From an optimization exercise on the open Yosys and OpenROAD flow, aimed at small area; shortcuts taken in it are not production practice. The RTL of this run was laid out without a check of its function. No activity file was given, so power comes from the tool's default toggle rates.

File: design.v
module MusicBox(clk,rst,out,debug,control);
input  clk,rst;
input  [7:0] control;
output out;
output [7:0] debug;
reg out;
reg [3:0]  clk_dur;
reg [2:0]  clk_tune;
reg [15:0] cnt;
reg [6:0]  pos;
reg [12:0] tune;
reg [3:0] dmax;
always @(*)
  case (control[7:4])
    4'b1110: dmax = 4'd3;
    4'b1101: dmax = 4'd4;
    4'b1011: dmax = 4'd6;
    4'b0111: dmax = 4'd12;
    default: dmax = 4'd4;
  endcase
reg [4:0] rom;
always @(*)
  case (pos)
      7'd0: rom = 5'd2;
      7'd1: rom = 5'd4;
      7'd2: rom = 5'd6;
      7'd3: rom = 5'd0;
      7'd4: rom = 5'd6;
      7'd5: rom = 5'd0;
      7'd6: rom = 5'd6;
      7'd7: rom = 5'd8;
      7'd8: rom = 5'd10;
      7'd9: rom = 5'd0;
      7'd10: rom = 5'd10;
      7'd11: rom = 5'd0;
      7'd12: rom = 5'd10;
      7'd13: rom = 5'd12;
      7'd14: rom = 5'd8;
      7'd15: rom = 5'd0;
      7'd16: rom = 5'd8;
      7'd17: rom = 5'd0;
      7'd18: rom = 5'd6;
      7'd19: rom = 5'd4;
      7'd20: rom = 5'd4;
      7'd21: rom = 5'd6;
      7'd22: rom = 5'd1;
      7'd23: rom = 5'd2;
      7'd24: rom = 5'd4;
      7'd25: rom = 5'd6;
      7'd26: rom = 5'd0;
      7'd27: rom = 5'd6;
      7'd28: rom = 5'd0;
      7'd29: rom = 5'd6;
      7'd30: rom = 5'd8;
      7'd31: rom = 5'd10;
      7'd32: rom = 5'd0;
      7'd33: rom = 5'd10;
      7'd34: rom = 5'd0;
      7'd35: rom = 5'd10;
      7'd36: rom = 5'd12;
      7'd37: rom = 5'd8;
      7'd38: rom = 5'd0;
      7'd39: rom = 5'd8;
      7'd40: rom = 5'd0;
      7'd41: rom = 5'd6;
      7'd42: rom = 5'd4;
      7'd43: rom = 5'd4;
      7'd44: rom = 5'd6;
      7'd45: rom = 5'd1;
      7'd46: rom = 5'd2;
      7'd47: rom = 5'd4;
      7'd48: rom = 5'd6;
      7'd49: rom = 5'd0;
      7'd50: rom = 5'd6;
      7'd51: rom = 5'd0;
      7'd52: rom = 5'd6;
      7'd53: rom = 5'd10;
      7'd54: rom = 5'd12;
      7'd55: rom = 5'd0;
      7'd56: rom = 5'd12;
      7'd57: rom = 5'd0;
      7'd58: rom = 5'd12;
      7'd59: rom = 5'd14;
      7'd60: rom = 5'd16;
      7'd61: rom = 5'd0;
      7'd62: rom = 5'd16;
      7'd63: rom = 5'd0;
      7'd64: rom = 5'd14;
      7'd65: rom = 5'd12;
      7'd66: rom = 5'd14;
      7'd67: rom = 5'd6;
      7'd68: rom = 5'd1;
      7'd69: rom = 5'd6;
      7'd70: rom = 5'd8;
      7'd71: rom = 5'd10;
      7'd72: rom = 5'd0;
      7'd73: rom = 5'd10;
      7'd74: rom = 5'd0;
      7'd75: rom = 5'd12;
      7'd76: rom = 5'd0;
      7'd77: rom = 5'd14;
      7'd78: rom = 5'd6;
      7'd79: rom = 5'd1;
      7'd80: rom = 5'd6;
      7'd81: rom = 5'd10;
      7'd82: rom = 5'd8;
      7'd83: rom = 5'd0;
      7'd84: rom = 5'd8;
      7'd85: rom = 5'd0;
      7'd86: rom = 5'd6;
      7'd87: rom = 5'd4;
      7'd88: rom = 5'd6;
    default: rom = 5'd0;
  endcase
wire [3:0] ti = rom[4:1];
wire long = rom[0];
wire fin = (pos == 7'd89);
wire rest = (ti == 4'd0);
reg [12:0] tone;
always @(*)
  case (ti)
      4'd1: tone = 13'd4584;
      4'd2: tone = 13'd3822;
      4'd3: tone = 13'd3405;
      4'd4: tone = 13'd3034;
      4'd5: tone = 13'd2865;
      4'd6: tone = 13'd2551;
      4'd7: tone = 13'd2273;
      4'd8: tone = 13'd2148;
    default: tone = 13'd0;
  endcase
assign debug = tone[7:0];
wire tick = (clk_dur >= dmax);
wire last = fin | (long ? (cnt[15] & cnt[14]) : (cnt[14] & cnt[13]));
always @(posedge clk or negedge rst)
  if (!rst) begin
    clk_dur <= 0; clk_tune <= 0;
  end else begin
    clk_dur <= tick ? 4'd0 : clk_dur + 4'd1;
    clk_tune <= (clk_tune == 3'd4) ? 3'd0 : clk_tune + 3'd1;
  end
always @(posedge clk or negedge rst)
  if (!rst) begin
    cnt <= 0; pos <= 0;
  end else if (tick) begin
    if (last) begin
      cnt <= 0;
      if (!fin) pos <= pos + 7'd1;
    end else
      cnt <= cnt + 16'd1;
  end
always @(posedge clk or negedge rst)
  if (!rst) begin
    tune <= 0; out <= 1'b1;
  end else if (rest) out <= 1'b1;
  else if (last) tune <= 0;
  else if (clk_tune == 3'd4) begin
    if (tune != tone) tune <= tune + 13'd1;
    else begin tune <= 0; out <= ~out; end
  end
endmodule
File: run.sh
#!/bin/bash
# synth_recipe.tcl (not shown) runs the flow's synth.tcl, then flattens the netlist and writes it again
# the make line also repeats each setting of config.mk as NAME=value (left out here)
make -C /OpenROAD-flow-scripts/flow DESIGN_CONFIG=/design/flow/config.mk WORK_HOME=/design/flow/orfs CLKGATE_MAP_FILE= SYNTH_SCRIPT=/design/flow/synth_recipe.tcl finish
File: config.mk
export PLATFORM = sky130hd
export DESIGN_NAME = MusicBox
export DESIGN_NICKNAME = MusicBox
export VERILOG_FILES = /design/flow/design.v
export SDC_FILE = /design/flow/constraint.sdc
export NUM_CORES = 4
export LEC_CHECK = 0
export CAP_MARGIN = 20
export CORE_MARGIN = 2
export CORE_UTILIZATION = 40
export SLEW_MARGIN = 20
File: constraint.sdc
create_clock -name core_clock -period 10.0 [get_ports {clk}]
set_input_delay 2.0000 -clock core_clock [delete_from_list [all_inputs] [get_ports {clk}]]
set_output_delay 2.0000 -clock core_clock [all_outputs]
set_load 0.01 [all_outputs]
==> metrics.md <==
| Metric | Value |
|---|---|
| Result of the run | `complete, no violations` |
| Highest clock rate | `0.159 GHz` |
| Post-synth design cell area | `around 3600 um2` |
| Final period util | `62.8%` |
| Initial Util | `between 40% and 50%` |
| Mapped Cells | `430` |
| CTS tree | `built` |
| Clock Skews | `just over 0.006 ns` |
| Buffers inserted by post-CTS timing repair | `0` |
| Total global-route track usage | `17.5%` |
| Horizontal extent of the die | `98.5 um` |
| Total clock buffers created by CTS | `5` |
| Total DRC errors in the routed layout | `0` |
| Number of nets with antenna violations after detailed routing | `0` |
| Detailed-route wire length per cell | `around 15 um` |
| Die Span Y | `98.5 um` |
| Minimum clock period | `6.28 ns` |
| Total core area | `between 8000 and 9000 um2` |
| Total of flip-flops plus latches after synthesis | `44` |
| Share of the synthesized area in the top cell type | `30.1%` |
| Source of the critical timing path | `pos[0]` |
| Routed Wire Length | `8.10 mm` |
| Post-Route Setup TNS | `0 ns` |
| Ports placed on the boundary | `19` |
| Total non-filler cell area in the finished layout | `around 3800 um2` |
| Die area | `9710 um2` |
| Fraction of final layout cells sized beyond drive strength 1 | `4.88%` |
| Vias in the first global route | `approximately 3000` |
| Largest net degree at the start of global routing | `45` |
| Synth cell types | `65` |
| Area grow syn2layout | `6.97%` |
| Normalized max-slew margin | `35.1%` |
| Transition time at the pin with the least slew margin | `0.967 ns` |
| Avg Synthesized Cell Area | `8.31 um2` |
| DPL Wire Length | `5.87 mm` |
| Buffer type at the clock tree root | `clkbuf_8` |
| Critical R2R Launch | `pos[0]` |
| Number of enable flip-flop cells after synthesis | `0` |
| Worst-path maximum fanout | `11` |
| Hold crit path type | `flip-flop to flip-flop` |
| Antenna violations before repair | `0` |
| Inserted Diodes | `0` |
| Peak supply drop | `0.0809 mV` |
| Ordered cell list for the critical path | `inv_1 > ha_1 > or4bb_1 > o311a_1 > a32oi_1 > o21a_1 > inv_1 > ha_1 > a21boi_1 > nor3b_1 > clkdlybuf4s50_1` |
| Count of TritonRoute iterations in the first routing pass | `4` |
| Final setup violating endpoints | `0` |
| Endpoints failing hold | `0` |
| Count of hold-fix buffers inserted at cts | `0` |
| Synthesis warning total | `1` |
| Power Dens Cells | `slightly above 100 nW/um2` |
| Number of resized instances in the post-cts repair step | `0` |
| Overflow left after global routing | `0` |
| Clock transition at path regs | `approximately 0.080 ns` |
| Unrepaired setup endpoints after global routing | `no` |
| Iteration-0 DRC Markers | `approximately 120` |
| Site Rows | `34` |
| Arrival time reported for the critical path endpoint | `between 4 and 5 ns` |
| Most used flip-flop cell after synthesis | `dfrtp_1` |
| Async set or reset register ratio after synthesis | `100%` |
| CTS H-Tree Depth | `2` |
| Kind of critical path | `flip-flop to output port` |
| Cell with the largest stage delay on the worst path | `clkdlybuf4s50_1` |
| Total clock sinks | `44` |
| Cell taking the most area after synthesis | `dfrtp_1` |
| Crit end category | `output port` |
| Global-route wire length before repair | `between 10 and 15 mm` |
| Post-Place Cell Area | `3730 um2` |
| Leakage | `approximately 1.7 nW` |
| Cells taking the most area after synthesis | `dfrtp_1 30%, ha_1 9.1%, nand2_1 4.0%, nor2_1 4.0%, nand2b_1 3.5%` |
| Hold path start | `clk_tune[0]` |
| Routability cong. | `0.899` |
| Synth Net Count | `~470` |
| Final Max Tran Viols | `0` |
| Share of synthesized area occupied by flip-flops and latches | `30.8%` |
| Crit start category | `flip-flop` |
| Layout Nets | `roughly 470` |
| Per-cell via count in the routed design | `about 5.7` |
| Port Buffer Count | `14` |
| Delay of the slowest critical-path stage | `0.63 ns` |
| Insertion delay to the later sink of the worst-skew pair | `around 0.29 ns` |
| WP data required | `8.00 ns` |
| Reported max-cap violation count | `0` |
| Maximum number of buffers from clock root to sink | `2` |
| DR vias | `3063` |
[worst max-delay path, delay by kind of cell, from the launching register on]
family | cells | cell delay, ns
AO/OA/AOI/OAI | 4 | 0.85
buffers and inverters | 3 | 1.10
adder cells (fa/ha/maj) | 2 | 0.63
AND/OR/NAND/NOR | 2 | 0.88
flip-flops | 1 | 0.52
[cells by family after synthesis]
| logic type | after synthesis | share of synthesized area, % |
|---|---|---|
| and+or+nand+nor | 190 | 28.5 |
| AOI/OAI and AO/OA | 89 | 16.8 |
| buffers and inverters | 46 | 5.81 |
| DFF | 44 | 30.8 |
| adders and majority gates | 26 | 9.10 |
| xor gates and xnor gates | 24 | 5.88 |
| muxes | 11 | 3.15 |
[stage by stage]
step / util (%) / cells / worst slack [ns] / power [W] / hold WS, ns
after floorplan: - / 430 / 5.18 / 0.000258 / 0.429
after global placement: 43.0 / 530 / 4.11 / 0.000272 / 0.456
after detailed placement: 43.0 / 530 / 4.05 / 0.000275 / 0.461
after CTS: 44.0 / 538 / 3.71 / 0.000390 / 0.470
after global routing: 44.1 / 538 / 3.44 / 0.000413 / 0.515
final: 44.1 / 538 / 3.72 / 0.000384 / 0.465
[final cells by class]
| cell class | count | area, um2 |
|---|---|---|
| clock buffer | 8 | 90.1 |
| fill | 909 | 4850 |
| inverter | 23 | 86.3 |
| multi-input combinational | 340 | 2260 |
| sequential | 44 | 1100 |
| tap | 108 | 135 |
| timing repair buffer | 15 | 145 |
[cells in the final DEF (no fill, tap or decap), drive strengths merged, types with 8 or more instances in the layout]
| master | count |
|---|---|
| nand3 | 21 |
| dfrtp | 43 |
| clkdlybuf4s50 | 13 |
| o21ai | 24 |
| xnor2 | 11 |
| nand2b | 20 |
| clkbuf | 8 |
| nor2b | 10 |
| a21oi | 25 |
| inv | 23 |
| nor2 | 39 |
| mux2i | 9 |
| nand2 | 38 |
| ha | 26 |
| xor2 | 13 |
| and3 | 16 |
[report_power, final]
group | switching, W | internal [W] | leakage [nW]
clock | 0.0000589 | 0.0000564 | 0.0455
combinational | 0.0000317 | 0.0000265 | 1.08
sequential | 0.0000151 | 0.000196 | 0.563
[registers in the layout, indices dropped and copies added (netlist names)]
name / flops
tune: 13
clk_dur: 4
pos: 7
out: 1
clk_tune: 3
cnt: 16
[final timing paths]
kind | end | slack, ns | cells after the start
max in group asynchronous | out | 7.92 | 1
max reg2reg | tune[0] | 5.06 | 15
min | clk_tune[0] | 0.47 | 1
min reg2reg | clk_tune[0] | 0.47 | 1
max | debug[7] | 3.72 | 11
min in group asynchronous | cnt[11] | 1.70 | 1
[per-layer routing]
metal	vias up	global-route usage (%)	routed length, um
met5	-	0	0
met4	0	4.43	102
met3	9	2.48	319
met2	57	26.9	3650
met1	1474	26.0	4030
li1	1523	-	-
[cell usage after synthesis, types with 7 or more instances]
cell      count
a21oi_1      24
ha_1         26
inv_1        22
nor2b_1      10
nand2b_1     20
xnor2_1      11
nand3_1      21
nand2_1      38
o21ai_0      20
buf_2         7
and3_1       16
clkbuf_1     11
xor2_1       13
dfrtp_1      43
mux2i_1       9
nor2_1       38

[separate check: timing with driven ports]
In the flow no input, the clock included, has a driving cell. The finished layout below was timed again as built, in two steps.
Step 1, drivers: a clkbuf_16 drives clk and a buf_2 each remaining input, both assumed.
Step 2 moves the port delays by t, midway between the first and last clock arrival at a register: inputs arrive t later, outputs are due t later. That takes back most of the time a late clock gives input paths.
Slacks: ideal ports / drivers / drivers and shift; pairs: ideal ports / drivers.
t, ns: 0.318
setup slack, ns: 3.716 / 3.688 / 4.006
worst setup path after step 2: register to output
worst register clock-pin slew, ns: 0.08 / 0.08
worst slew at a driven data input, ns: 0.03
After both steps setup and hold are still met in this run. For this run, drivers alone change the setup slack by -0.028 ns; drivers and shift together by +0.290 ns.
